This design comes from an exercise in tuning for small area on the open sky130 flow, not from production work.
The RTL was checked by simulation tests, not by an equivalence proof against the original design.
Power figures rest on the tool's default switching activity, not on a simulated workload.

File: design.v
module taxi_controller(input clk,               
                       input rst_n,             
                       input key_1,             
                       input key_2,             
                       input key_3,             
                       input key_4,             
                       output wire [31:0] digit,
                       output wire [7:0] LED_G,
                       output wire [7:0] LED_Y,
                       output wire [7:0] LED_R);
    localparam [3:0] SP = 4'd10, SR = 4'd11, BL = 4'd12, SC = 4'd13, SE = 4'd14, SM = 4'd15;
    function [6:0] seg;
        input [3:0] s;
        case (s)
            4'd0: seg = 7'b0000001;
            4'd1: seg = 7'b1001111;
            4'd2: seg = 7'b0010010;
            4'd3: seg = 7'b0000110;
            4'd4: seg = 7'b1001100;
            4'd5: seg = 7'b0100100;
            4'd6: seg = 7'b0100000;
            4'd7: seg = 7'b0001111;
            4'd8: seg = 7'b0000000;
            4'd9: seg = 7'b0000100;
            SP:   seg = 7'b0011000;
            SR:   seg = 7'b0001000;
            SC:   seg = 7'b0110001;
            SE:   seg = 7'b0110000;
            SM:   seg = 7'b0001001;
            default: seg = 7'b1111111;    
        endcase
    endfunction
    function [3:0] inc10;            
        input [3:0] d;
        inc10 = {d[3] ? !d[0] : (d[2] & d[1] & d[0]), d[2] ^ (d[1] & d[0]), (d[1] ^ d[0]) & !d[3], !d[0]};
    endfunction
    function [2:0] inc6;             
        input [2:0] t;
        inc6 = {t[2] ? !t[0] : (t[1] & t[0]), (t[1] ^ t[0]) & !t[2], !t[0]};
    endfunction
    function [2:0] inc5;             
        input [2:0] b;
        inc5 = {b[1] & b[0], b[1] ^ b[0], !b[0] & !b[2]};
    endfunction
    function is9;                    
        input [3:0] d;
        is9 = d[3] & d[0];
    endfunction
    reg occ, mv;
    always @(posedge clk or negedge rst_n)
        if (!rst_n) begin occ <= 1'b0; mv <= 1'b0; end
        else begin occ <= key_1; mv <= key_1 & key_2; end
    wire s_idle = !occ;
    wire s_move = mv;
    wire s_wait = occ & !mv;
    reg [2:0] b0, b1, h2;
    reg a0, a1, q2;
    wire b0_4 = b0[2];
    wire b1_4 = b1[2];
    wire r100 = b0_4 & !a0;
    wire f100 = b0_4 & a0;
    wire c1_9 = b1_4 & a1;
    wire t10  = f100 & b1_4 & !a1;
    wire blink = a1;
    wire s5   = t10 & !q2;
    wire g1   = f100 & c1_9 & !q2 & h2[2];
    always @(posedge clk or negedge rst_n)
        if (!rst_n) begin
            b0 <= 0; a0 <= 0; b1 <= 0; a1 <= 0; h2 <= 0; q2 <= 0;
        end else begin
            b0 <= inc5(b0);
            if (b0_4) a0 <= !a0;
            if (f100) begin
                b1 <= inc5(b1);
                if (b1_4) a1 <= !a1;
                if (c1_9) begin
                    q2 <= !q2;
                    h2 <= inc5(h2);
                end
            end
        end
    reg [2:0] lc;
    always @(posedge clk or negedge rst_n)
        if (!rst_n) lc <= 0;
        else if (g1) lc <= s_move ? lc + 3'd1 : 3'd0;
    genvar gi;
    generate for (gi = 0; gi < 8; gi = gi + 1) begin : g_led
        assign LED_G[gi] = s_move & (lc == gi);
    end endgenerate
    reg [2:0] fc;    
    reg fo;          
    wire fc6 = fc[2] & fc[1];
    always @(posedge clk or negedge rst_n)
        if (!rst_n) begin fc <= 0; fo <= 0; end
        else if (t10) begin
            fo <= s_wait;
            if (s_idle) fc <= 0;
            else if (fo == s_wait) begin if (!fc6) fc <= fc + 3'd1; end
            else fc <= 3'd1;
        end
    assign LED_Y = {8{s_move & (fo | !fc6) & blink}};
    assign LED_R = {8{s_wait & (!fo | !fc6) & blink}};
    reg [2:0] db; reg da;       
    reg [8:0] u;                
    reg [9:0] ct;               
    reg lm;                     
    wire dc9 = da & db[2];
    wire charging = u[8] & u[5] & u[3] & u[2];
    wire ct599 = ct[9] & ct[6] & ct[4] & ct[2] & ct[1] & ct[0];
    always @(posedge clk or negedge rst_n)
        if (!rst_n) begin db <= 0; da <= 0; u <= 0; ct <= 0; lm <= 0; end
        else if (r100) begin
            lm <= s_move;
            if (s_idle) begin db <= 0; da <= 0; u <= 0; ct <= 0; end
            else if (s_move) begin
                db <= inc5(db);
                if (db[2]) da <= !da;
                if (dc9 && !charging) u <= u + 9'd1;
            end else
                ct <= ct599 ? 10'd0 : ct + 10'd1;
        end
    wire step = lm & dc9;           
    wire tunit = !lm & ct599;       
    reg I;       
    reg G;       
    reg Kv;      
    reg [2:0] Rt3, Rt1; reg [3:0] Rt2, Rt0;
    reg [3:0] Rd3, Rd2, Rd1, Rd0;
    reg [3:0] Rp4, Rp3, Rp2; reg [4:0] Rj;
    reg [3:0] St0; reg St1; reg [1:0] Sd; reg [1:0] Sk; reg Stu;
    wire [2:0] Lt3 = G ? Rt3 : 3'd0;
    wire [3:0] Lt2 = G ? Rt2 : 4'd0;
    wire [2:0] Lt1 = G ? Rt1 : {2'b00, St1};
    wire [3:0] Lt0 = G ? Rt0 : St0;
    wire [3:0] Ld3 = G ? Rd3 : 4'd0;
    wire [3:0] Ld2 = G ? Rd2 : 4'd0;
    wire [3:0] Ld1 = G ? Rd1 : 4'd0;
    wire [3:0] Ld0 = G ? Rd0 : {2'b00, Sd};
    wire [3:0] Lp4 = G ? Rp4 : {3'b000, Stu};
    wire [3:0] Lp3f = G ? Rp3 : (Stu ? 4'd0 : 4'd9);           
    wire [3:0] Lp2 = G ? Rp2 : 4'd0;
    wire [4:0] Lj  = G ? Rj : {3'b000, Sk};
    wire active = !s_idle;
    wire t_max = is9(Lt0) & Lt1[2] & Lt1[0] & is9(Lt2) & Lt3[2] & Lt3[0];
    wire ti = s_wait & !t_max;
    wire tc0 = ti & is9(Lt0);
    wire tc1 = tc0 & Lt1[2] & Lt1[0];
    wire tc2 = tc1 & is9(Lt2);
    wire [3:0] Nt0 = ti ? inc10(Lt0) : Lt0;
    wire [2:0] Nt1 = tc0 ? inc6(Lt1) : Lt1;
    wire [3:0] Nt2 = tc1 ? inc10(Lt2) : Lt2;
    wire [2:0] Nt3 = tc2 ? inc6(Lt3) : Lt3;
    wire d_max = is9(Ld0) & is9(Ld1) & is9(Ld2) & is9(Ld3);
    wire di = active & step & !d_max;
    wire dc0 = di & is9(Ld0);
    wire dc1 = dc0 & is9(Ld1);
    wire dc2 = dc1 & is9(Ld2);
    wire [3:0] Nd0 = di ? inc10(Ld0) : Ld0;
    wire [3:0] Nd1 = dc0 ? inc10(Ld1) : Ld1;
    wire [3:0] Nd2 = dc1 ? inc10(Ld2) : Ld2;
    wire [3:0] Nd3 = dc2 ? inc10(Ld3) : Ld3;
    wire du = active & step & charging;
    wire jc = du & (Lj[1:0] == 2'b00) & (Lj[4:2] != 3'b000);    
    wire [4:0] Nj = du ? ((Lj[4] & Lj[3]) ? 5'd0 : Lj + 5'd1) : Lj;
    wire pc2 = jc & is9(Lp2);
    wire [3:0] Np2a = jc ? inc10(Lp2) : Lp2;
    wire pi3 = (active & tunit) | pc2;
    wire pc3 = pi3 & is9(Lp3f);
    wire [3:0] Np3a = pi3 ? inc10(Lp3f) : Lp3f;
    wire psat = pc3 & is9(Lp4);
    wire [3:0] Np4 = psat ? 4'd9 : (pc3 ? inc10(Lp4) : Lp4);
    wire [3:0] Np3 = psat ? 4'd9 : Np3a;
    wire [3:0] Np2 = psat ? 4'd9 : Np2a;
    wire R_en = f100 & (active ? (G | s5) : (!I & !G));
    always @(posedge clk or negedge rst_n)
        if (!rst_n) begin
            I <= 1'b1; G <= 1'b0; Kv <= 1'b0;
        end else if (f100) begin
            I <= s_idle;
            G <= active & (G | s5);
            if (s_idle & !I) Kv <= 1'b1;
        end
    always @(posedge clk)
        if (f100) begin
            if (R_en) begin
                Rt3 <= Nt3; Rt2 <= Nt2; Rt1 <= Nt1; Rt0 <= Nt0;
                Rd3 <= Nd3; Rd2 <= Nd2; Rd1 <= Nd1; Rd0 <= Nd0;
                Rp4 <= Np4; Rp3 <= Np3; Rp2 <= Np2; Rj <= Nj;
            end
        end
    always @(posedge clk or negedge rst_n)
        if (!rst_n) begin
            St0 <= 0; St1 <= 0; Sd <= 0; Sk <= 0; Stu <= 0;
        end else if (f100) begin
            if (active) begin
                St0 <= Nt0; St1 <= Nt1[0]; Sd <= Nd0[1:0]; Sk <= Nj[1:0]; Stu <= Np4[0];
            end else begin
                St0 <= 0; St1 <= 0; Sd <= 0; Sk <= 0; Stu <= 0;
            end
        end
    reg [5:0] cnt;
    reg [3:0] ds3, ds2, ds1, ds0;    
    reg dp2, dp1;                    
    reg [1:0] op;                    
    reg [1:0] vt;                    
    reg [3:0] lt;                    
    always @(*) begin
        op = 2'd0; vt = 2'd0; lt = BL;
        case (cnt)
            6'd1: begin op = 1; lt = SP; end
            6'd2: begin op = 1; lt = SR; end
            6'd3: begin op = 1; lt = 4'd1; end
            6'd4: begin op = 1; lt = SC; end
            6'd5: begin op = 1; lt = SE; end
            6'd6, 6'd7, 6'd8: op = 1;
            6'd23: begin op = 1; lt = 4'd7; end
            6'd24: begin op = 1; lt = 4'd1; end
            6'd25: begin op = 1; lt = SM; end
            6'd26: begin op = 1; lt = SE; end
            6'd27, 6'd28, 6'd29: op = 1;
            6'd41: begin op = 1; lt = 4'd0; end
            6'd42: begin op = 1; lt = 4'd1; end
            6'd43: begin op = 1; lt = 4'd5; end
            6'd44: begin op = 1; lt = 4'd7; end
            6'd45, 6'd46, 6'd47: op = 1;
            6'd11, 6'd12, 6'd13, 6'd17, 6'd18, 6'd19: begin op = 2; vt = 1; end
            6'd31, 6'd32, 6'd33, 6'd37, 6'd38, 6'd39: begin op = 2; vt = 2; end
            6'd49, 6'd50, 6'd51, 6'd55, 6'd56, 6'd57: begin op = 2; vt = 3; end
            default: ;
        endcase
    end
    always @(posedge clk or negedge rst_n)
        if (!rst_n) begin
            cnt <= 0; ds3 <= BL; ds2 <= BL; ds1 <= BL; ds0 <= BL; dp2 <= 1; dp1 <= 1;
        end else if (s5) begin
            if (active) cnt <= 0;
            else begin
                if (!(cnt[5] & cnt[4] & cnt[3] & cnt[1])) cnt <= cnt + 6'd1;    
                if (op == 2'd1) begin
                    ds3 <= (cnt == 6'd44) ? 4'd5 : ds2; ds2 <= ds1; ds1 <= ds0; ds0 <= lt;
                    dp2 <= 1; dp1 <= 1;
                end else begin       
                    ds3 <= ls3; ds2 <= ls2; ds1 <= ls1; ds0 <= ls0; dp2 <= lp2; dp1 <= lp1;
                end
            end
        end
    wire useR = s_idle ? Kv : G;
    wire sh = !s_idle & !G;
    wire [2:0] Dt3 = useR ? Rt3 : 3'd0;
    wire [3:0] Dt2 = useR ? Rt2 : 4'd0;
    wire [2:0] Dt1 = useR ? Rt1 : {2'b00, sh & St1};
    wire [3:0] Dt0 = useR ? Rt0 : (sh ? St0 : 4'd0);
    wire [3:0] Dd3 = useR ? Rd3 : 4'd0;
    wire [3:0] Dd2 = useR ? Rd2 : 4'd0;
    wire [3:0] Dd1 = useR ? Rd1 : 4'd0;
    wire [3:0] Dd0 = useR ? Rd0 : {2'b00, sh ? Sd : 2'b00};
    wire [3:0] Dp4 = useR ? Rp4 : {3'b000, sh & Stu};
    wire [3:0] Dp3 = useR ? Rp3 : ((sh & !Stu & !I) ? 4'd9 : 4'd0);
    wire [3:0] Dp2 = useR ? Rp2 : 4'd0;
    wire [1:0] src = s_idle ? vt : {key_4, key_3};
    reg [3:0] ls3, ls2, ls1, ls0;
    reg lp2, lp1;
    always @(*) begin
        case (src)
            2'b01: begin ls3 = BL; ls2 = Dp4; ls1 = Dp3; ls0 = Dp2; lp2 = 1; lp1 = 0; end
            2'b10: begin ls3 = {1'b0, Dt3}; ls2 = Dt2; ls1 = {1'b0, Dt1}; ls0 = Dt0; lp2 = 0; lp1 = 1; end
            2'b11: begin ls3 = Dd3; ls2 = Dd2; ls1 = Dd1; ls0 = Dd0; lp2 = 0; lp1 = 1; end
            default: begin ls3 = BL; ls2 = BL; ls1 = BL; ls0 = BL; lp2 = 1; lp1 = 1; end
        endcase
    end
    wire [3:0] y3 = s_idle ? ds3 : ls3;
    wire [3:0] y2 = s_idle ? ds2 : ls2;
    wire [3:0] y1 = s_idle ? ds1 : ls1;
    wire [3:0] y0 = s_idle ? ds0 : ls0;
    assign digit = {seg(y3), 1'b1,
                    seg(y2), s_idle ? dp2 : lp2,
                    seg(y1), s_idle ? dp1 : lp1,
                    seg(y0), 1'b1};
endmodule
File: flow/run.sh
#!/bin/bash
# Own layout flow: the standard synthesis, then an area-oriented re-mapping
# of the combinational logic between the registers (the registers, their names
# and cell types are left exactly as the standard synthesis made them), then
# the standard layout steps. Each tool's output goes to a log_*.txt here.
set -euo pipefail
W=$PWD
F=$W/flow
R=$W/orfs/results/$FLOW_PLATFORM/taxi_controller/base
LIB=$FLOW_HOME/platforms/$FLOW_PLATFORM/lib/sky130_fd_sc_hd__tt_025C_1v80.lib

# 1. standard synthesis
bash standard.sh synth > $W/log_1_synth_standard.txt 2>&1
cp $R/1_2_yosys.v $W/netlist_standard.v

# 2. re-map the combinational logic for area with each ABC script in remap.abc
#    (one per line); ABC proves each result equivalent (cec); keep the smallest.
DU=""
for c in $(cat $F/dont_use.txt); do DU="$DU -dont_use $c"; done
remap() {
    local i=$1 scr=$2
    { echo -n "write_blif $W/pre_remap_$i.blif; "; echo -n "$scr"; echo "; cec $W/pre_remap_$i.blif"; } > $W/remap_run_$i.abc
    yosys -l $W/log_2_remap_$i.txt -p "
read_liberty -ignore_miss_func $LIB
read_verilog $W/netlist_standard.v
hierarchy -top $FLOW_TOP
blackbox sky130_fd_sc_hd__df* sky130_fd_sc_hd__edf* sky130_fd_sc_hd__sdf* sky130_fd_sc_hd__dl* sky130_fd_sc_hd__conb_1
flatten
opt -purge
abc -liberty $LIB $DU -script $W/remap_run_$i.abc
opt_clean -purge
hilomap -singleton -hicell sky130_fd_sc_hd__conb_1 HI -locell sky130_fd_sc_hd__conb_1 LO
splitnets
opt_clean -purge
rename -enumerate -pattern remap_%
select -assert-none t:\$_* t:\$lut t:\$sop
write_verilog -noattr -nohex -nodec $W/netlist_remap_$i.v
tee -o $W/remap_stat_$i.txt stat -liberty $LIB
" > /dev/null 2>&1 || true
}
i=0
while IFS= read -r scr; do
    [ -z "$scr" ] && continue
    i=$((i+1)); remap $i "$scr" &
    while [ $(jobs -rp | wc -l) -ge ${NUM_CORES:-4} ]; do wait -n || true; done
done < $F/remap.abc
wait
best=""; besta=""
for s in $W/remap_stat_*.txt; do
    i=${s##*_}; i=${i%.txt}
    grep -q "Networks are equivalent" $W/log_2_remap_$i.txt || continue
    [ -s $W/netlist_remap_$i.v ] || continue
    a=$(grep "Chip area" $s | awk '{print $NF}')
    if [ -z "$besta" ] || awk "BEGIN{exit !($a < $besta)}"; then best=$i; besta=$a; fi
done
if [ -n "$best" ]; then
    cp $W/netlist_remap_$best.v $R/1_2_yosys.v
    echo "remapped netlist $best used, area $besta" > $W/remap_used.txt
else
    echo "remap failed: standard netlist kept" > $W/remap_used.txt
fi

# 3. rebuild the synthesis database from the netlist, then the standard layout
#    (the layout steps also avoid the largest buffers, for area)
bash standard.sh synth > $W/log_1_synth_odb.txt 2>&1
bash standard.sh "DONT_USE_CELLS=$(cat $F/dont_use.txt $F/layout_dont_use.txt | tr '\n' ' ')" "BUFFER_PORTS_ARGS=-buffer_cell sky130_fd_sc_hd__buf_1" "CTS_ARGS=-sink_clustering_enable -repair_clock_nets -dont_use_dummy_load -buf_list $(cat $F/cts_bufs.txt)" finish > $W/log_3_layout.txt 2>&1
File: flow/cts_bufs.txt
sky130_fd_sc_hd__clkbuf_4
File: flow/dont_use.txt
sky130_fd_sc_hd__probe_p_8 sky130_fd_sc_hd__probec_p_8 sky130_fd_sc_hd__lpflow_bleeder_1 sky130_fd_sc_hd__lpflow_clkbufkapwr_1 sky130_fd_sc_hd__lpflow_clkbufkapwr_16 sky130_fd_sc_hd__lpflow_clkbufkapwr_2 sky130_fd_sc_hd__lpflow_clkbufkapwr_4 sky130_fd_sc_hd__lpflow_clkbufkapwr_8 sky130_fd_sc_hd__lpflow_clkinvkapwr_1 sky130_fd_sc_hd__lpflow_clkinvkapwr_16 sky130_fd_sc_hd__lpflow_clkinvkapwr_2 sky130_fd_sc_hd__lpflow_clkinvkapwr_4 sky130_fd_sc_hd__lpflow_clkinvkapwr_8 sky130_fd_sc_hd__lpflow_decapkapwr_12 sky130_fd_sc_hd__lpflow_decapkapwr_3 sky130_fd_sc_hd__lpflow_decapkapwr_4 sky130_fd_sc_hd__lpflow_decapkapwr_6 sky130_fd_sc_hd__lpflow_decapkapwr_8 sky130_fd_sc_hd__lpflow_inputiso0n_1 sky130_fd_sc_hd__lpflow_inputiso0p_1 sky130_fd_sc_hd__lpflow_inputiso1n_1 sky130_fd_sc_hd__lpflow_inputiso1p_1 sky130_fd_sc_hd__lpflow_inputisolatch_1 sky130_fd_sc_hd__lpflow_isobufsrc_1 sky130_fd_sc_hd__lpflow_isobufsrc_16 sky130_fd_sc_hd__lpflow_isobufsrc_2 sky130_fd_sc_hd__lpflow_isobufsrc_4 sky130_fd_sc_hd__lpflow_isobufsrc_8 sky130_fd_sc_hd__lpflow_isobufsrckapwr_16 sky130_fd_sc_hd__lpflow_lsbuf_lh_hl_isowell_tap_1 sky130_fd_sc_hd__lpflow_lsbuf_lh_hl_isowell_tap_2 sky130_fd_sc_hd__lpflow_lsbuf_lh_hl_isowell_tap_4 sky130_fd_sc_hd__lpflow_lsbuf_lh_isowell_4 sky130_fd_sc_hd__lpflow_lsbuf_lh_isowell_tap_1 sky130_fd_sc_hd__lpflow_lsbuf_lh_isowell_tap_2 sky130_fd_sc_hd__lpflow_lsbuf_lh_isowell_tap_4
File: flow/layout_dont_use.txt
sky130_fd_sc_hd__buf_8 sky130_fd_sc_hd__buf_12 sky130_fd_sc_hd__buf_16 sky130_fd_sc_hd__bufbuf_8 sky130_fd_sc_hd__bufbuf_16 sky130_fd_sc_hd__bufinv_8 sky130_fd_sc_hd__bufinv_16 sky130_fd_sc_hd__clkbuf_16 sky130_fd_sc_hd__inv_12 sky130_fd_sc_hd__inv_16 sky130_fd_sc_hd__clkinv_16
File: flow/remap.abc
strash; ifraig; scorr; dc2; strash; &get -n; &synch2; &dch -f; &nf -a -R 1000; &put; mfs2; strash; &get -n; &dch -f; &nf -a -R 1000; &put; topo
strash; &get -n; &deepsyn -S 1 -T 25; &put; strash; &get -n; &dch -f; &nf -a -R 1000; &put; topo
strash; &get -n; &deepsyn -S 2 -T 25; &put; strash; &get -n; &dch -f; &nf -a -R 1000; &put; topo
strash; &get -n; &deepsyn -S 3 -T 25; &put; strash; &get -n; &dch -f; &nf -a -R 1000; &put; topo
strash; &get -n; &deepsyn -S 4 -T 25; &put; strash; &get -n; &dch -f; &nf -a -R 1000; &put; topo
strash; &get -n; &deepsyn -S 5 -T 25; &put; strash; &get -n; &dch -f; &nf -a -R 1000; &put; topo
strash; &get -n; &deepsyn -S 6 -T 25; &put; strash; &get -n; &dch -f; &nf -a -R 1000; &put; topo
strash; &get -n; &deepsyn -S 7 -T 25; &put; strash; &get -n; &dch -f; &nf -a -R 1000; &put; topo
File: standard.sh
#!/bin/bash
# synth_recipe.tcl (not shown) runs the flow's synth.tcl, then flattens the netlist and writes it again
# the make line also repeats each setting of config.mk as NAME=value (left out here)
make -C /OpenROAD-flow-scripts/flow DESIGN_CONFIG=/design/flow/config.mk WORK_HOME=/design/flow/orfs CLKGATE_MAP_FILE= SYNTH_SCRIPT=/design/flow/synth_recipe.tcl "${@:-finish}"
File: config.mk
export PLATFORM = sky130hd
export DESIGN_NAME = taxi_controller
export DESIGN_NICKNAME = taxi_controller
export VERILOG_FILES = /design/flow/design.v
export SDC_FILE = /design/flow/constraint.sdc
export NUM_CORES = 4
export LEC_CHECK = 0
export CAP_MARGIN = 0
export CORE_MARGIN = 2
export CORE_UTILIZATION = 70
export GPL_TIMING_DRIVEN = 0
export SLEW_MARGIN = 0
File: constraint.sdc
create_clock -name core_clock -period 10.0 [get_ports {clk}]
set_input_delay 2.0000 -clock core_clock [delete_from_list [all_inputs] [get_ports {clk}]]
set_output_delay 2.0000 -clock core_clock [all_outputs]
set_load 0.01 [all_outputs]
==> flow_summary_export.csv, run 1 <==
group,metric,value,unit
clock_network,cts.sinks,129,
power_and_ir_drop,cellPowerDensity,119,nW/um^2
timing,slew_viol_final,0,
clock_network,cts_tree,"done",
cells_and_area,multi_input_area,3350,sq um
timing,fin_skew,0.0339,ns
worst_setup_path,timing.critical_path.arrival,5.20,ns
power_and_ir_drop,switching_share,25.7,%
clock_network,cts_buffers,17,
cells_and_area,nets,836,
die,initial_utilization,71.4,%
drt,drc,0,
worst_setup_path,crit_end,"digit[2]",
run_status,outcome,"timing/DRC/antenna clean",
drt,finalWirelength,16600,microns
power_and_ir_drop,p_int,0.660,mW
clock_network,post_cts_buffers,0,
cells_and_area,final-seq-area,3480,sq um
place,preCtsSetupSlack,2.96,ns
worst_setup_path,rr_startpoint,"G",
die,die-area,10600,sq um
drt,vias,6324,
power_and_ir_drop,p_comb_share,10.7,%
place,dp_hpwl,11900,microns
drt,avgRoutedWirePerCell,17.3,microns
cells_and_area,fill_cells,709,
clock_network,ctsHoldBuffers,0,
power_and_ir_drop,p_leak,2.86,nW
die,ios,62,
power_and_ir_drop,p_seq_share,62.8,%
timing,tns,0,ns
worst_setup_path,crit_path_max_fanout,8,
clock_network,clockRootBuffer,"clkbuf_4",
yosys,synth_area,6880,sq um
global_route,grt_pass1_vias,5652,
timing,fmax,139,MHz
global_route,grt_overflow,0,
drt,firstDrtPassIters,5,
die,fp.dieW,103,microns
timing,min_period_over_period,72.0,%
worst_setup_path,critPathMaxStageDelay,1.04,ns
worst_setup_path,crit_top_cell,"nand2_1",
clock_network,clock_latency,0.52,ns
timing,rsz0062_at_grt,"no",
worst_setup_path,cp-startpoint,"cnt[0]",
clock_network,clk_path_buf_depth,2,
timing,period_needed,7.20,ns
clock_network,clkTransAtPathRegs,0.10,ns
yosys,avgSynthCellArea,9.19,sq um
drt,drt-vias-per-instance,6.58,
worst_setup_path,crit_required,8.00,ns
worst_setup_path,rrSetupSlack,5.12,ns
drt,ant_nets,0,
die,die_h,103,microns
timing,worst_pin_slew,1.30,ns
die,fp-row-count,36,
timing,setup_viol,0,
flow_run,cap_violations,0,
global_route,grt_pass1_wl,26800,microns
clock_network,cts_resized,0,
worst_hold_path,min-delay-path-class,"register to register",
yosys,yosysWarnings,1,
cells_and_area,syn2layout_area_growth,8.31,%
global_route,grt_max_degree,49,
place,routabilityCongestion,0.914,
timing,postLayoutSetupSlackWorst,2.80,ns
worst_setup_path,worst-setup-path-type,"register to output port",
yosys,synthCells,749,
timing,hold_viol_final,0,
power_and_ir_drop,clockPowerShare,26.4,%
power_and_ir_drop,vdd_drop_max,0.0860,mV
worst_setup_path,slowest_stage,"o31ai_1",
worst_setup_path,r2r_end,"Rp4[2]",
clock_network,htree_levels,4,
global_route,grt_antenna_before_repair,0,
global_route,grt_use_total,32.8,%
worst_setup_path,crit_path_end_kind,"output port",
drt,drt-initial-drc-count,519,
place,io_buffers,59,
die,core,9640,sq um
worst_setup_path,setup.worst_path.start_class,"register",
worst_setup_path,r2r_cells,9,
cells_and_area,diodes,0,
timing,relSlewSlack,13.2,%
cells_and_area,drive_above_1_share,4.11,%
power_and_ir_drop,power.switching,0.229,mW
worst_setup_path,cp_cell_sequence,"nand2_1, nand2_1, o31ai_1, a211o_1, o31ai_1, nor2_1, a22oi_1, a21oi_1, a31oi_1, nand2_1, o21ai_0, nor2_1, nand3b_1, o22ai_1, a21oi_1, o22ai_1, buf_1",
[routing by layer]
metal | vias to the layer above | track usage (%) | part of all wire, %
li1 | 2949 | - | -
met1 | 3016 | 43.6 | 40
met2 | 309 | 53.4 | 49
met3 | 50 | 6.10 | 8.0
met4 | 0 | 13.9 | 2.7
met5 | - | 0 | 0
[power by group through the flow]
stage | combinational, mW | clock (mW) | sequential, mW
finish | 0.0953 | 0.235 | 0.558
global route | 0.107 | 0.261 | 0.559
CTS | 0.0946 | 0.240 | 0.558
detailed placement | 0.0943 | 0 | 0.569
global placement | 0.0879 | 0 | 0.570
floorplan | 0.0599 | 0 | 0.568
[metrics by stage]
| step | hold slack [ns] | std cells | utilization (%) | instance area, sq um | power [mW] |
|---|---|---|---|---|---|
| floorplan | 0.412 | 750 | - | 6890 | 0.628 |
| global route | 0.473 | 961 | 77.3 | 7450 | 0.927 |
| global placement | 0.426 | 942 | 75.5 | 7270 | 0.658 |
| finish | 0.452 | 961 | 77.3 | 7450 | 0.888 |
| detailed placement | 0.436 | 944 | 76.0 | 7320 | 0.663 |
| CTS | 0.456 | 961 | 77.3 | 7450 | 0.893 |
[critical path: cells and delay by family (launching register included)]
kind	cells	cell delay (ns)
AND/OR/NAND/NOR	6	1.15
flip-flops	1	0.48
buffers and inverters	1	0.17
AO/OA/AOI/OAI	10	2.87
[sequential cells by signal, summed over array words and instances, names as in the netlist, 4 cells and up]
name / count
Rd0: 4
Rd2: 4
Rp4: 4
ds2: 4
ct: 10
ds0: 4
Rt0: 4
Rd1: 4
St0: 4
cnt: 6
Rp2: 4
ds3: 4
ds1: 4
Rj: 5
u: 9
Rp3: 4
Rd3: 4
Rt2: 4
[how the worst min path moves through the flow]
stage	from	end	slack [ns]	cells after the start
after global placement	b0[0]	b0[0]	0.43	1
after global routing	b0[0]	b0[0]	0.47	1
after detailed placement	b0[0]	b0[0]	0.44	1
final	b0[0]	b0[0]	0.45	1
after floorplan	b0[0]	b0[0]	0.41	1
after CTS	b0[0]	b0[0]	0.46	1
[cells in the final DEF (no fill, tap or decap), types with 3 or more instances in the layout]
cell / instances
or2_0: 3
nor2b_1: 11
clkbuf_4: 17
nand2b_1: 12
and2_0: 22
a32oi_1: 6
o22ai_1: 13
o21a_1: 8
a31oi_1: 5
nand3_1: 22
nor2_1: 108
and3_1: 23
nand4_1: 6
mux2_1: 3
a21o_1: 4
dfrtp_1: 69
o31ai_1: 8
a32o_1: 3
nor3_1: 33
buf_1: 58
a22oi_1: 9
a22o_1: 16
xor2_1: 6
o21bai_1: 5
xnor2_1: 12
edfxtp_1: 47
o21ai_0: 58
a211oi_1: 9
a21oi_1: 69
nand2_1: 80
mux2i_1: 6
nor4_1: 6
clkinv_1: 20
dfstp_2: 11
or3_1: 5
[area by class of cell]
type                            instances  share of cell area, %
Multi-Input combinational cell        601                   45.0
Inverter                               20                   1.01
Tap cell                              133                   2.23
Timing Repair Buffer                   61                   3.39
Sequential cell                       129                   46.7
Clock buffer                           17                   1.71
==> inputs of run 2 (changes only) <==
--- a/flow/run.sh
+++ b/flow/run.sh
@@ -65,2 +65,2 @@
 bash standard.sh synth > $W/log_1_synth_odb.txt 2>&1
-bash standard.sh "DONT_USE_CELLS=$(cat $F/dont_use.txt $F/layout_dont_use.txt | tr '\n' ' ')" "BUFFER_PORTS_ARGS=-buffer_cell sky130_fd_sc_hd__buf_1" "CTS_ARGS=-sink_clustering_enable -repair_clock_nets -dont_use_dummy_load -buf_list $(cat $F/cts_bufs.txt)" finish > $W/log_3_layout.txt 2>&1
+bash standard.sh "DONT_USE_CELLS=$(echo $(cat $F/dont_use.txt) $(cat $F/layout_dont_use.txt))" "BUFFER_PORTS_ARGS=-buffer_cell sky130_fd_sc_hd__buf_1" "CTS_ARGS=-sink_clustering_enable -repair_clock_nets -dont_use_dummy_load -buf_list $(cat $F/cts_bufs.txt)" finish > $W/log_3_layout.txt 2>&1
--- a/flow/remap.abc
+++ b/flow/remap.abc
@@ -1,2 +1,3 @@
 strash; ifraig; scorr; dc2; strash; &get -n; &synch2; &dch -f; &nf -a -R 1000; &put; mfs2; strash; &get -n; &dch -f; &nf -a -R 1000; &put; topo
+strash; dc2; dc2; dc2; strash; &get -n; &synch2; &dch -f; &nf -a -R 1000; &put; mfs2; strash; &get -n; &dch -f; &nf -a -R 1000; &put; topo
 strash; &get -n; &deepsyn -S 1 -T 25; &put; strash; &get -n; &dch -f; &nf -a -R 1000; &put; topo
@@ -8 +9,8 @@
 strash; &get -n; &deepsyn -S 7 -T 25; &put; strash; &get -n; &dch -f; &nf -a -R 1000; &put; topo
+strash; &get -n; &deepsyn -S 8 -T 25; &put; strash; &get -n; &dch -f; &nf -a -R 1000; &put; topo
+strash; &get -n; &deepsyn -S 9 -T 25; &put; strash; &get -n; &dch -f; &nf -a -R 1000; &put; topo
+strash; &get -n; &deepsyn -S 10 -T 25; &put; strash; &get -n; &dch -f; &nf -a -R 1000; &put; topo
+strash; &get -n; &deepsyn -S 11 -T 25; &put; strash; &get -n; &dch -f; &nf -a -R 1000; &put; topo
+strash; &get -n; &deepsyn -S 12 -T 25; &put; strash; &get -n; &dch -f; &nf -a -R 1000; &put; topo
+strash; &get -n; &deepsyn -S 13 -T 25; &put; strash; &get -n; &dch -f; &nf -a -R 1000; &put; topo
+strash; &get -n; &deepsyn -S 14 -T 25; &put; strash; &get -n; &dch -f; &nf -a -R 1000; &put; topo
==> run 2 against run 1 <==
Compared with the run above:
- still clean
- register-to-register slack improved by 0.09 ns
- flip-flop and latch count stayed put
- sequential power is essentially flat
- critical endpoint unchanged
- largest cell class unchanged
==> flow_summary_export.csv, run 2 <==
group,metric,value,unit
die,ios,62,
cells_and_area,final_cell_mix,"nor2_1 (108), nand2_1 (80), dfrtp_1 (69), a21oi_1 (69)",
clock_network,cts.sinks,129,
worst_setup_path,crit_required,8.00,ns
place,io_buffers,59,
clock_network,cts_buffers,17,
global_route,grt_pass1_wl,26800,microns
worst_setup_path,timing.critical_path.arrival,5.21,ns
global_route,grt_use_total,32.8,%
power_and_ir_drop,p_total,0.891,mW
worst_setup_path,slowest_stage,"o31ai_1",
cells_and_area,final_util,77.2,%
clock_network,cts_tree,"done",
cells_and_area,top_register,"ct",
worst_setup_path,rrSetupSlack,5.21,ns
drt,avgRoutedWirePerCell,17.4,microns
timing,setup_viol,0,
cells_and_area,multi_input_area,3350,sq um
timing,tns,0,ns
drt,drc,0,
cells_and_area,stdcell_count,961,
clock_network,clockRootBuffer,"clkbuf_4",
place,dp_hpwl,11900,microns
timing,worst_pin_slew,1.28,ns
cells_and_area,mostFrequentLayoutCell,"nor2_1",
worst_setup_path,worst-setup-path-type,"register to output port",
cells_and_area,final-seq-area,3480,sq um
run_status,outcome,"timing/DRC/antenna clean",
timing,min_period_over_period,72.1,%
drt,ant_nets,0,
clock_network,post_cts_buffers,0,
clock_network,htree_levels,4,
cells_and_area,reg_top3,"ct: 10 flops, u: 9 flops, cnt: 6 flops",
worst_setup_path,crit_path_max_fanout,8,
cells_and_area,drive_above_1_share,4.11,%
die,fp-row-count,36,
flow_run,cap_violations,0,
worst_setup_path,cp_cell_sequence,"nand2_1, nand2_1, o31ai_1, a211o_1, o31ai_1, nor2_1, a22oi_1, a21oi_1, a31oi_1, nand2_1, o21ai_0, nor2_1, nand3b_1, o22ai_1, a21oi_1, o22ai_1, buf_1",
worst_setup_path,critPathMaxStageDelay,1.04,ns
die,initial_utilization,71.4,%
drt,drt-initial-drc-count,599,
worst_setup_path,crit_path_end_kind,"output port",
timing,relSlewSlack,14.6,%
global_route,grt_pass1_vias,5589,
yosys,avgSynthCellArea,9.19,sq um
place,routabilityCongestion,0.914,
global_route,grt_max_degree,49,
clock_network,cts_resized,0,
clock_network,ctsHoldBuffers,0,
die,fp.dieW,103,microns
power_and_ir_drop,p_leak,2.86,nW
power_and_ir_drop,vdd_drop_max,0.0779,mV
die,die_h,103,microns
place,dp_cells,944,
cells_and_area,fill_cells,713,
timing,slew_viol_final,0,
global_route,grt_overflow,0,
die,core,9640,sq um
drt,firstDrtPassIters,6,
cells_and_area,nets,836,
worst_setup_path,setup.worst_path.start_class,"register",
place,preCtsSetupSlack,2.95,ns
clock_network,clkTransAtPathRegs,0.11,ns
worst_hold_path,min-delay-path-class,"register to register",
drt,drt-vias-per-instance,6.55,
global_route,grt_antenna_before_repair,0,
cells_and_area,diodes,0,
timing,fmax,139,MHz
timing,fin_skew,0.0350,ns
drt,finalWirelength,16700,microns
drt,vias,6290,
power_and_ir_drop,cellPowerDensity,120,nW/um^2
clock_network,clk_path_buf_depth,2,
worst_setup_path,crit_top_cell,"nand2_1",
cells_and_area,largest_reg_flops,10,
timing,postLayoutSetupSlackWorst,2.79,ns
timing,rsz0062_at_grt,"no",
timing,period_needed,7.21,ns
cells_and_area,syn2layout_area_growth,8.20,%
yosys,synthCells,749,
yosys,synth_area,6880,sq um
timing,hold_viol_final,0,
die,die-area,10600,sq um
yosys,yosysWarnings,1,
clock_network,clock_latency,0.54,ns
## run 2: metrics by stage
step                      instance area (sq um)  hold slack (ns)
after floorplan                            6890            0.412
after global placement                     7270            0.426
after detailed placement                   7320            0.436
after CTS                                  7440            0.457
after global routing                       7450            0.474
final                                      7450            0.455
## run 2: where the power goes
part / switching, mW / leakage [nW] / internal (mW)
Sequential: 0.00587 / 1.39 / 0.553
Clock: 0.160 / 0.0782 / 0.0775
Combinational: 0.0656 / 1.39 / 0.0292
Total: 0.231 / 2.86 / 0.659
## run 2: final timing paths
check,cells after the start,startpoint,endpoint
hold / removal,1,b0[0],b0[0]
setup reg to reg,9,G,Rp4[2]
max in group asynchronous,2,rst_n,ds3[3]
hold reg to reg,1,b0[0],b0[0]
min in group asynchronous,1,rst_n,fc[2]
setup / recovery,17,cnt[0],digit[2]
## run 2: final cells by class
cell class	count	share of cell area (%)
flip-flops and latches	129	46.7
multi-input cells	601	45.0
repair buffers	61	3.29
well taps	133	2.23
clock buffers	17	1.71
inverters	20	1.01
## run 2: worst max-delay path, delay by kind of cell, from the launching register on
kind,cells,cell delay (ns)
AND/OR/NAND/NOR,6,1.16
buffers and inverters,1,0.17
AO/OA/AOI/OAI,10,2.88
flip-flops,1,0.48
## run 2: per-layer routing
metal	share of wire [%]	global-route usage, %	vias up
li1	-	-	2955
met1	40	43.6	3021
met2	50	52.5	276
met3	7.2	7.32	38
met4	2.4	13.8	0
met5	0	0	-
==> inputs of run 3 (changes only) <==
--- a/config.mk
+++ b/config.mk
@@ -9,3 +9,3 @@
 export CORE_MARGIN = 2
-export CORE_UTILIZATION = 70
+export CORE_UTILIZATION = 65
 export GPL_TIMING_DRIVEN = 0
==> run 3 against run 2 <==
Compared with the run above:
- still clean
- clock power about the same
- critical path type unchanged
- power about the same
- cell count is 0.42% higher
- routed wire length rose by 4.4%
- critical path depth unchanged
- sequential share of layout area decreased by 0.12 points
- largest cell class unchanged
- largest power group unchanged
- flip-flop and latch count is the same
- critical endpoint unchanged
- via count grew 0.48%
- core utilization down 5.0 points
==> flow_summary_export.csv, run 3 <==
group,metric,value,unit
clock_network,cts_resized,0,
die,fp-row-count,37,
drt,firstDrtPassIters,5,
timing,worst_pin_slew,1.16,ns
worst_hold_path,min-delay-path-class,"register to register",
worst_setup_path,critPathMaxStageDelay,0.97,ns
die,ios,62,
global_route,grt_max_degree,49,
worst_setup_path,r2r_end,"Rp2[1]",
power_and_ir_drop,p_leak,2.86,nW
clock_network,clockRootBuffer,"clkbuf_4",
timing,relSlewSlack,21.7,%
worst_setup_path,crit_family,"compound AO/OA/AOI/OAI gates",
die,die_h,107,microns
cells_and_area,stdcell_area,7460,sq um
power_and_ir_drop,power.switching,0.232,mW
power_and_ir_drop,p_total,0.891,mW
cells_and_area,mostFrequentLayoutCell,"nor2_1",
clock_network,post_cts_buffers,0,
clock_network,htree_levels,4,
worst_hold_path,min_to,"b0[0]",
flow_run,cap_violations,0,
cells_and_area,top_register,"ct",
worst_setup_path,worst-path-buf-inv,1,
worst_setup_path,worst-setup-path-type,"register to output port",
place,routabilityCongestion,0.882,
power_and_ir_drop,p_comb_share,10.9,%
worst_setup_path,slowest_stage,"o31ai_1",
timing,fmax,143,MHz
cells_and_area,final_cell_mix,"nor2_1 (107), nand2_1 (80), dfrtp_1 (70), a21oi_1 (69)",
worst_setup_path,crit_path_max_fanout,8,
global_route,grt_use_total,31.7,%
cells_and_area,fill_cells,780,
run_status,outcome,"timing/DRC/antenna clean",
cells_and_area,diodes,0,
die,die-area,11400,sq um
yosys,synthCells,749,
worst_setup_path,cp_num_cells,17,
cells_and_area,largest_reg_flops,10,
worst_setup_path,crit_required,8.00,ns
timing,setup_viol,0,
global_route,grt_pass1_wl,28400,microns
worst_setup_path,crit_path_end_kind,"output port",
power_and_ir_drop,p_int,0.660,mW
clock_network,cts.sinks,129,
power_and_ir_drop,switching_share,26.0,%
timing,slew_viol_final,0,
timing,fin_skew,0.0363,ns
power_and_ir_drop,clockPowerShare,26.6,%
drt,drc,0,
timing,hold_ws,0.449,ns
power_and_ir_drop,cellPowerDensity,119,nW/um^2
timing,period_needed,7.02,ns
timing,tns,0,ns
power_and_ir_drop,p_seq_share,62.5,%
drt,drt-vias-per-instance,6.55,
place,dp_cells,948,
global_route,grt_overflow,0,
die,core,10300,sq um
drt,ant_nets,0,
clock_network,clock_latency,0.55,ns
worst_setup_path,cp_cell_sequence,"nand2_1, nand2_1, o31ai_1, a211o_1, o31ai_1, nor2_1, a22oi_1, a21oi_1, a31oi_1, nand2_1, o21ai_0, nor2_1, nand3b_1, o22ai_1, a21oi_1, o22ai_1, buf_1",
power_and_ir_drop,vdd_drop_max,0.0794,mV
clock_network,clk_path_buf_depth,2,
clock_network,cts_buffers,17,
yosys,avgSynthCellArea,9.19,sq um
die,fp.dieW,107,microns
cells_and_area,final_util,72.3,%
worst_setup_path,rrSetupSlack,5.09,ns
yosys,yosysWarnings,1,
worst_hold_path,hold_depth,1,
cells_and_area,drive_above_1_share,4.22,%
worst_setup_path,crit_top_cell,"nand2_1",
place,io_buffers,59,
timing,min_period_over_period,70.2,%
clock_network,cts_tree,"done",
worst_setup_path,setup.worst_path.start_class,"register",
worst_setup_path,rr_startpoint,"G",
place,dp_hpwl,12400,microns
global_route,grt_antenna_before_repair,0,
clock_network,ctsHoldBuffers,0,
drt,drt-initial-drc-count,770,
place,post_dp_cell_area,7330,sq um
worst_hold_path,hold_path_startpoint,"b0[0]",
clock_network,clkTransAtPathRegs,0.09,ns
cells_and_area,nets,837,
global_route,grt_pass1_vias,5817,
drt,avgRoutedWirePerCell,18.1,microns
place,preCtsSetupSlack,3.19,ns
cells_and_area,reg_top3,"ct: 10 flops, u: 9 flops, cnt: 6 flops",
timing,rsz0062_at_grt,"no",
die,initial_utilization,66.7,%
cells_and_area,stdcell_count,965,
drt,finalWirelength,17400,microns
worst_setup_path,timing.critical_path.arrival,5.02,ns
timing,hold_viol_final,0,
drt,vias,6320,
worst_setup_path,r2r_cells,9,
yosys,synth_area,6880,sq um
timing,postLayoutSetupSlackWorst,2.98,ns
cells_and_area,syn2layout_area_growth,8.44,%
==> run 3: changes by cell type in the layout (fill, tap and decap cells not counted), sizes merged <==
cell / before / now
buf: 61 / 62
==> run 3: layout make-up <==
class                   instances  area (sq um)  share of cell area, %
repair buffers                 62           256                   3.44
inverters                      20          75.1                   1.01
flip-flops and latches        129          3480                   46.6
well taps                     136           170                   2.28
clock buffers                  17           128                   1.71
multi-input cells             601          3350                   45.0
==> run 3: worst max-delay path by stage <==
stage,from,end,slack (ns)
CTS,cnt[0],digit[2],3.11
floorplan,key_3,digit[2],3.69
finish,cnt[0],digit[2],2.98
detailed placement,key_4,digit[2],3.19
global route,cnt[0],digit[2],2.61
global placement,key_4,digit[2],3.11
==> run 3: power groups by stage <==
stage	logic [mW]	clock network, mW	registers, mW
detailed placement	0.0958	0	0.568
floorplan	0.0599	0	0.568
global route	0.108	0.263	0.557
CTS	0.0962	0.240	0.557
global placement	0.0886	0	0.571
finish	0.0973	0.237	0.557
==> run 3: per-layer routing <==
metal  wire length (microns)  global-route usage, %
met1                    7500                   43.7
met4                     379                   10.3
met3                    1200                   5.96
met5                       0                      0
met2                    8360                   51.3
==> inputs of run 4 (changes only) <==
--- a/design.v
+++ b/design.v
@@ -107,4 +107,4 @@
     wire dc9 = da & db[2];
-    wire charging = u[8] & u[5] & u[3] & u[2];
-    wire ct599 = ct[9] & ct[6] & ct[4] & ct[2] & ct[1] & ct[0];
+    wire charging = (u == 9'b110100111);
+    wire ct599 = (ct == 10'b0101101010);
     always @(posedge clk or negedge rst_n)
@@ -117,5 +117,5 @@
                 if (db[2]) da <= !da;
-                if (dc9 && !charging) u <= u + 9'd1;
+                if (dc9 && !charging) u <= {u[7:0], ~(u[8] ^ u[4])};
             end else
-                ct <= ct599 ? 10'd0 : ct + 10'd1;
+                ct <= ct599 ? 10'd0 : {ct[8:0], ~(ct[9] ^ ct[6])};
         end
--- a/config.mk
+++ b/config.mk
@@ -9,3 +9,3 @@
 export CORE_MARGIN = 2
-export CORE_UTILIZATION = 65
+export CORE_UTILIZATION = 70
 export GPL_TIMING_DRIVEN = 0
==> run 4 against run 3 <==
Compared with the run above:
- still clean
- largest power group unchanged
- clock-buffer cell count is the same
- worst setup slack lost 1.3 ns
- global-route usage grew 2.6 points
- maximum frequency shrank 16%
- core utilization grew 5.0 points
- power grew 0.70%
- cell area shrank 0.15%
- die area shrank 7.0%
- hold slack lost 0.0061 ns
- flip-flop and latch count is the same
- critical path depth shrank 2
==> flow_summary_export.csv, run 4 <==
group,metric,value,unit
run_status,outcome,"timing/DRC/antenna clean",
die,die_h,103,microns
clock_network,clk_path_buf_depth,2,
clock_network,clock_latency,0.54,ns
clock_network,clkTransAtPathRegs,0.10,ns
cells_and_area,mostFrequentLayoutCell,"nor2_1",
timing,postLayoutSetupSlackWorst,1.66,ns
place,routabilityCongestion,0.970,
cells_and_area,nets,835,
cells_and_area,stdcell_area,7450,sq um
timing,fin_skew,0.0263,ns
cells_and_area,reg_top3,"ct: 10 flops, u: 9 flops, cnt: 6 flops",
yosys,yosysWarnings,1,
drt,wl_met2,8730,microns
drt,vias,6341,
die,initial_utilization,71.3,%
clock_network,clockRootBuffer,"clkbuf_4",
die,fp.dieW,103,microns
cells_and_area,drive_above_1_share,4.23,%
drt,finalWirelength,17500,microns
cells_and_area,syn2layout_area_growth,8.47,%
global_route,grt_use_total,34.4,%
clock_network,ctsHoldBuffers,0,
timing,hold_ws,0.442,ns
place,preCtsSetupSlack,2.47,ns
flow_run,cap_violations,0,
clock_network,cts_buffers,17,
global_route,grt_max_degree,45,
yosys,synth_area,6870,sq um
global_route,grt_overflow,0,
clock_network,cts_tree,"done",
die,ios,62,
yosys,synthCells,746,
drt,drt-initial-drc-count,527,
worst_setup_path,worst-setup-path-type,"register to output port",
timing,hold_viol_final,0,
timing,period_needed,8.34,ns
worst_setup_path,crit_path_end_kind,"output port",
worst_hold_path,min-delay-path-class,"register to register",
timing,min_period_over_period,83.4,%
power_and_ir_drop,cellPowerDensity,120,nW/um^2
clock_network,htree_levels,4,
drt,wl_met3,1190,microns
die,die-area,10600,sq um
power_and_ir_drop,p_leak,2.95,nW
drt,ant_nets,0,
timing,rsz0062_at_grt,"no",
global_route,grt_pass1_wl,27700,microns
cells_and_area,top_register,"ct",
drt,drc,0,
global_route,grt_antenna_before_repair,1,
worst_setup_path,crit_required,8.00,ns
drt,drt-met1-wl,6990,microns
clock_network,post_cts_buffers,0,
cells_and_area,largest_reg_flops,10,
drt,drt-vias-per-instance,6.60,
die,fp-row-count,36,
drt,avgRoutedWirePerCell,18.2,microns
power_and_ir_drop,vdd_drop_max,0.0879,mV
drt,maxUsedRoutingLayer,"met4",
timing,tns,0,ns
yosys,avgSynthCellArea,9.21,sq um
place,dp_hpwl,12600,microns
timing,fmax,120,MHz
place,io_buffers,59,
worst_setup_path,setup.worst_path.start_class,"register",
global_route,grt_pass1_vias,5734,
timing,slew_viol_final,0,
worst_setup_path,timing.critical_path.arrival,6.34,ns
place,post_dp_cell_area,7320,sq um
die,core,9640,sq um
cells_and_area,final_cell_mix,"nor2_1 (116), nand2_1 (94), dfrtp_1 (70), a21oi_1 (66), buf_1 (58)",
timing,setup_viol,0,
timing,relSlewSlack,18.5,%
drt,firstDrtPassIters,5,
clock_network,cts.sinks,129,
clock_network,cts_resized,0,
timing,worst_pin_slew,1.22,ns
worst_setup_path,crit_path_max_fanout,36,
## run 4: power breakdown
part | internal [mW] | leakage (nW) | switching [mW]
Clock | 0.0774 | 0.0782 | 0.159
Combinational | 0.0316 | 1.47 | 0.0698
Sequential | 0.554 | 1.40 | 0.00629
Total | 0.663 | 2.95 | 0.235
## run 4: through the flow
stage,power (mW),util (%),cells
global placement,0.665,75.3,939
global route,0.934,77.3,961
finish,0.897,77.3,961
CTS,0.897,77.3,960
floorplan,0.633,-,747
detailed placement,0.670,75.9,943
## run 4: per-layer routing
metal | global-route usage (%) | up-vias
met5 | 0 | -
met1 | 43.9 | 3056
met4 | 17.2 | 0
li1 | - | 2948
met3 | 7.32 | 50
met2 | 55.9 | 287
## run 4: critical path: stages, from the launching register on
cell,delay (ns)
dfrtp_1,1.16
clkinv_1,1.00
o311ai_0,0.50
a21oi_1,0.22
or2_0,0.44
nor3_1,0.75
a222oi_1,0.31
a21oi_1,0.23
a21oi_1,0.14
nand2_1,0.14
nor2_1,0.06
mux2_1,0.32
a21oi_1,0.14
nand2_1,0.09
a21oi_1,0.14
buf_1,0.16
## run 4: final timing paths
path	start	depth (start not counted)	slack (ns)	end
hold / removal	b0[0]	1	0.44	b0[0]
setup / recovery	occ	15	1.66	digit[14]
setup reg to reg	occ	9	4.99	Rp4[2]
min in group asynchronous	rst_n	1	1.42	Stu
max in group asynchronous	rst_n	3	7.62	Sk[0]
hold reg to reg	b0[0]	1	0.44	b0[0]
## run 4: final cells by class
type	count	area, sq um
inverter	16	60.1
tap	133	166
fill	723	2190
antenna	1	2.50
clock buffer	17	128
sequential	129	3480
timing repair buffer	63	262
multi-input combinational	602	3350
==> inputs of run 5 (changes only) <==
--- a/design.v
+++ b/design.v
@@ -107,4 +107,4 @@
     wire dc9 = da & db[2];
-    wire charging = (u == 9'b110100111);
-    wire ct599 = (ct == 10'b0101101010);
+    wire charging = u[8] & u[5] & u[3] & u[2];
+    wire ct599 = ct[9] & ct[6] & ct[4] & ct[2] & ct[1] & ct[0];
     always @(posedge clk or negedge rst_n)
@@ -117,5 +117,5 @@
                 if (db[2]) da <= !da;
-                if (dc9 && !charging) u <= {u[7:0], ~(u[8] ^ u[4])};
+                if (dc9 && !charging) u <= u + 9'd1;
             end else
-                ct <= ct599 ? 10'd0 : {ct[8:0], ~(ct[9] ^ ct[6])};
+                ct <= ct599 ? 10'd0 : ct + 10'd1;
         end
@@ -124,3 +124,4 @@
     reg I;       
-    reg G;       
+    wire kstep;                     
+    wire G = !I & !kstep;
     reg Kv;      
@@ -173,9 +174,8 @@
     wire [3:0] Np2 = psat ? 4'd9 : Np2a;
-    wire R_en = f100 & (active ? (G | s5) : (!I & !G));
-    always @(posedge clk or negedge rst_n)
-        if (!rst_n) begin
-            I <= 1'b1; G <= 1'b0; Kv <= 1'b0;
+    wire R_en = f100 & (active ? (!kstep | s5) : (!I & kstep));
+    always @(posedge clk or negedge rst_n)
+        if (!rst_n) begin
+            I <= 1'b1; Kv <= 1'b0;
         end else if (f100) begin
             I <= s_idle;
-            G <= active & (G | s5);
             if (s_idle & !I) Kv <= 1'b1;
@@ -231,2 +231,3 @@
     end
+    assign kstep = (vt != 2'd0);
     always @(posedge clk or negedge rst_n)
==> run 5 against run 4 <==
Compared with the run above:
- clock skew up 0.015 ns
- via count up 1.2%
- highest routed layer unchanged
- still clean
- first-iteration DRC count up 1.3%
==> flow_summary_export.csv, run 5 <==
group,metric,value,unit
run_status,outcome,"timing/DRC/antenna clean",
global_route,grt_overflow,0,
worst_setup_path,setup.worst_path.start_class,"input pin",
drt,drt-vias-per-instance,6.57,
global_route,grt_use_total,34.0,%
timing,postLayoutSetupSlackWorst,2.37,ns
cells_and_area,fill_cells,697,
drt,avgRoutedWirePerCell,17.9,microns
cells_and_area,stdcell_count,976,
die,fp.dieW,103,microns
place,preCtsSetupSlack,2.50,ns
die,initial_utilization,71.3,%
cells_and_area,diodes,0,
power_and_ir_drop,p_total,0.899,mW
place,dp_cells,959,
die,fp-row-count,36,
clock_network,cts.sinks,128,
cells_and_area,syn2layout_area_growth,8.75,%
timing,period_needed,7.63,ns
global_route,grt_pass1_wl,27600,microns
power_and_ir_drop,p_leak,3.01,nW
die,die-area,10700,sq um
drt,drc,0,
clock_network,cts_buffers,17,
cells_and_area,final_cell_mix,"nor2_1 (112), nand2_1 (85), a21oi_1 (77), dfrtp_1 (70), buf_1 (58)",
worst_setup_path,timing.critical_path.arrival,5.63,ns
place,routabilityCongestion,0.954,
yosys,yosysWarnings,1,
cells_and_area,top_register,"ct",
die,core,9680,sq um
timing,tns,0,ns
clock_network,cts_tree,"done",
global_route,grt_max_degree,43,
cells_and_area,multi_input_area,3410,sq um
timing,fin_skew,0.0409,ns
clock_network,ctsHoldBuffers,0,
yosys,synth_area,6900,sq um
clock_network,clkTransAtPathRegs,0.11,ns
clock_network,clock_latency,0.56,ns
yosys,synthCells,760,
drt,firstDrtPassIters,7,
timing,hold_viol_final,0,
flow_run,cap_violations,0,
timing,setup_viol,0,
clock_network,htree_levels,4,
cells_and_area,mostFrequentLayoutCell,"nor2_1",
clock_network,cts_resized,0,
timing,fmax,131,MHz
cells_and_area,nets,851,
die,ios,62,
power_and_ir_drop,cellPowerDensity,120,nW/um^2
drt,ant_nets,0,
drt,drt-initial-drc-count,534,
worst_setup_path,worst-setup-path-type,"input pin to output port",
yosys,avgSynthCellArea,9.08,sq um
global_route,grt_pass1_vias,5761,
timing,slew_viol_final,0,
timing,min_period_over_period,76.3,%
clock_network,clk_path_buf_depth,2,
worst_setup_path,crit_path_end_kind,"output port",
timing,worst_pin_slew,1.20,ns
clock_network,clockRootBuffer,"clkbuf_4",
cells_and_area,largest_reg_flops,10,
timing,rsz0062_at_grt,"no",
drt,vias,6417,
cells_and_area,final-seq-area,3450,sq um
die,die_h,103,microns
cells_and_area,reg_top3,"ct: 10 flops, u: 9 flops, cnt: 6 flops",
timing,relSlewSlack,20.1,%
drt,finalWirelength,17400,microns
clock_network,post_cts_buffers,0,
place,io_buffers,59,
cells_and_area,drive_above_1_share,4.39,%
place,dp_hpwl,12500,microns
worst_hold_path,min-delay-path-class,"register to register",
power_and_ir_drop,vdd_drop_max,0.127,mV
global_route,grt_antenna_before_repair,0,
worst_setup_path,crit_path_max_fanout,12,
worst_setup_path,crit_required,8.00,ns
run 5: cell types whose count changed in the layout (fill, tap and decap cells not counted), moves of 6 or more:
cell,change
a21oi_1,+11
a22o_1,-21
a22oi_1,+7
and2_0,+8
and3_1,+6
nand2_1,-9
nor3_1,+12
o21ai_0,-13
o22ai_1,+7
xor2_1,+6
run 5: per-layer routing:
layer	vias up	global-route usage, %	share of wire [%]
li1	3002	-	-
met1	3044	42.8	41
met2	314	56.8	48
met3	57	8.53	7.1
met4	0	14.0	3.3
met5	-	0	0
run 5: area by class of cell:
class	instances	area share, %
flip-flops and latches	128	46.0
multi-input cells	616	45.4
well taps	133	2.22
clock buffers	17	1.70
repair buffers	65	3.87
inverters	17	0.850
run 5: power by group:
| group | internal, mW | total (mW) | switching (mW) | leakage (nW) |
|---|---|---|---|---|
| clock | 0.0773 | 0.237 | 0.159 | 0.0782 |
| sequential | 0.550 | 0.557 | 0.00626 | 1.51 |
| combinational | 0.0342 | 0.105 | 0.0711 | 1.42 |
| total | 0.662 | 0.899 | 0.237 | 3.01 |
run 5: worst paths after layout:
kind | from | end | slack (ns) | depth (start not counted)
worst max-delay path | key_4 | digit[7] | 2.37 | 11
worst min-delay path | b0[0] | b0[0] | 0.46 | 1
worst max register to register | cnt[5] | Rd3[2] | 4.67 | 15
worst min register to register | b0[0] | b0[0] | 0.46 | 1
max in group asynchronous | rst_n | I | 7.78 | 3
min in group asynchronous | rst_n | ds3[1] | 1.23 | 1
run 5: per-stage QoR:
stage | util (%) | instance area [sq um] | hold slack [ns]
floorplan | - | 6910 | 0.413
global placement | 75.3 | 7290 | 0.425
detailed placement | 76.2 | 7380 | 0.437
CTS | 77.5 | 7510 | 0.458
global route | 77.5 | 7510 | 0.479
finish | 77.5 | 7510 | 0.458
run 5: worst max-delay path, stage by stage:
cell and delay, ns:
buf_1 0.41, nand2_1 0.27, o22ai_1 1.02, nor2_1 0.27, a22o_1 0.30, a31oi_1 0.56
and2_0 0.29, o21ai_0 0.09, o21ai_0 0.11, and2_0 0.15, buf_1 0.15

==> separate check: timing with driven ports <==
The results above use ideal ports. As a check the final layouts listed here were re-extracted and re-timed, cells and wires unchanged. Step 1 sets driving cells, clkbuf_16 on the clock port and buf_2 on the other inputs (assumed; they add their load-dependent delay and slew). Step 2 adds t to the input delays and takes it off the output delays; t is the mean of the earliest and latest rising clock arrival at the registers after step 1. Input paths then give back, and output paths get back, about the clock's delay inside the block. Slacks: ideal ports / drivers / drivers and shift; pairs: ideal ports / drivers.
| run | shift t [ns] | setup slack, ns | worst setup path at the end | slew at the worst register clock pin (ns) |
|---|---|---|---|---|
| run 1 | 0.535 | 2.805 / 2.777 / 2.981 | input to output | 0.11 / 0.11 |
| run 2 | 0.548 | 2.792 / 2.765 / 2.975 | input to output | 0.11 / 0.11 |
| run 3 | 0.565 | 2.983 / 2.948 / 3.006 | input to output | 0.12 / 0.12 |
| run 4 | 0.567 | 1.658 / 1.621 / 2.188 | register to output | 0.11 / 0.11 |
| run 5 | 0.566 | 2.370 / 2.343 / 2.343 | input to output | 0.11 / 0.11 |
After both steps every run listed still meets setup and hold. For run 5, which loses most, drivers alone change the setup slack by -0.027 ns; drivers and shift together by -0.027 ns.
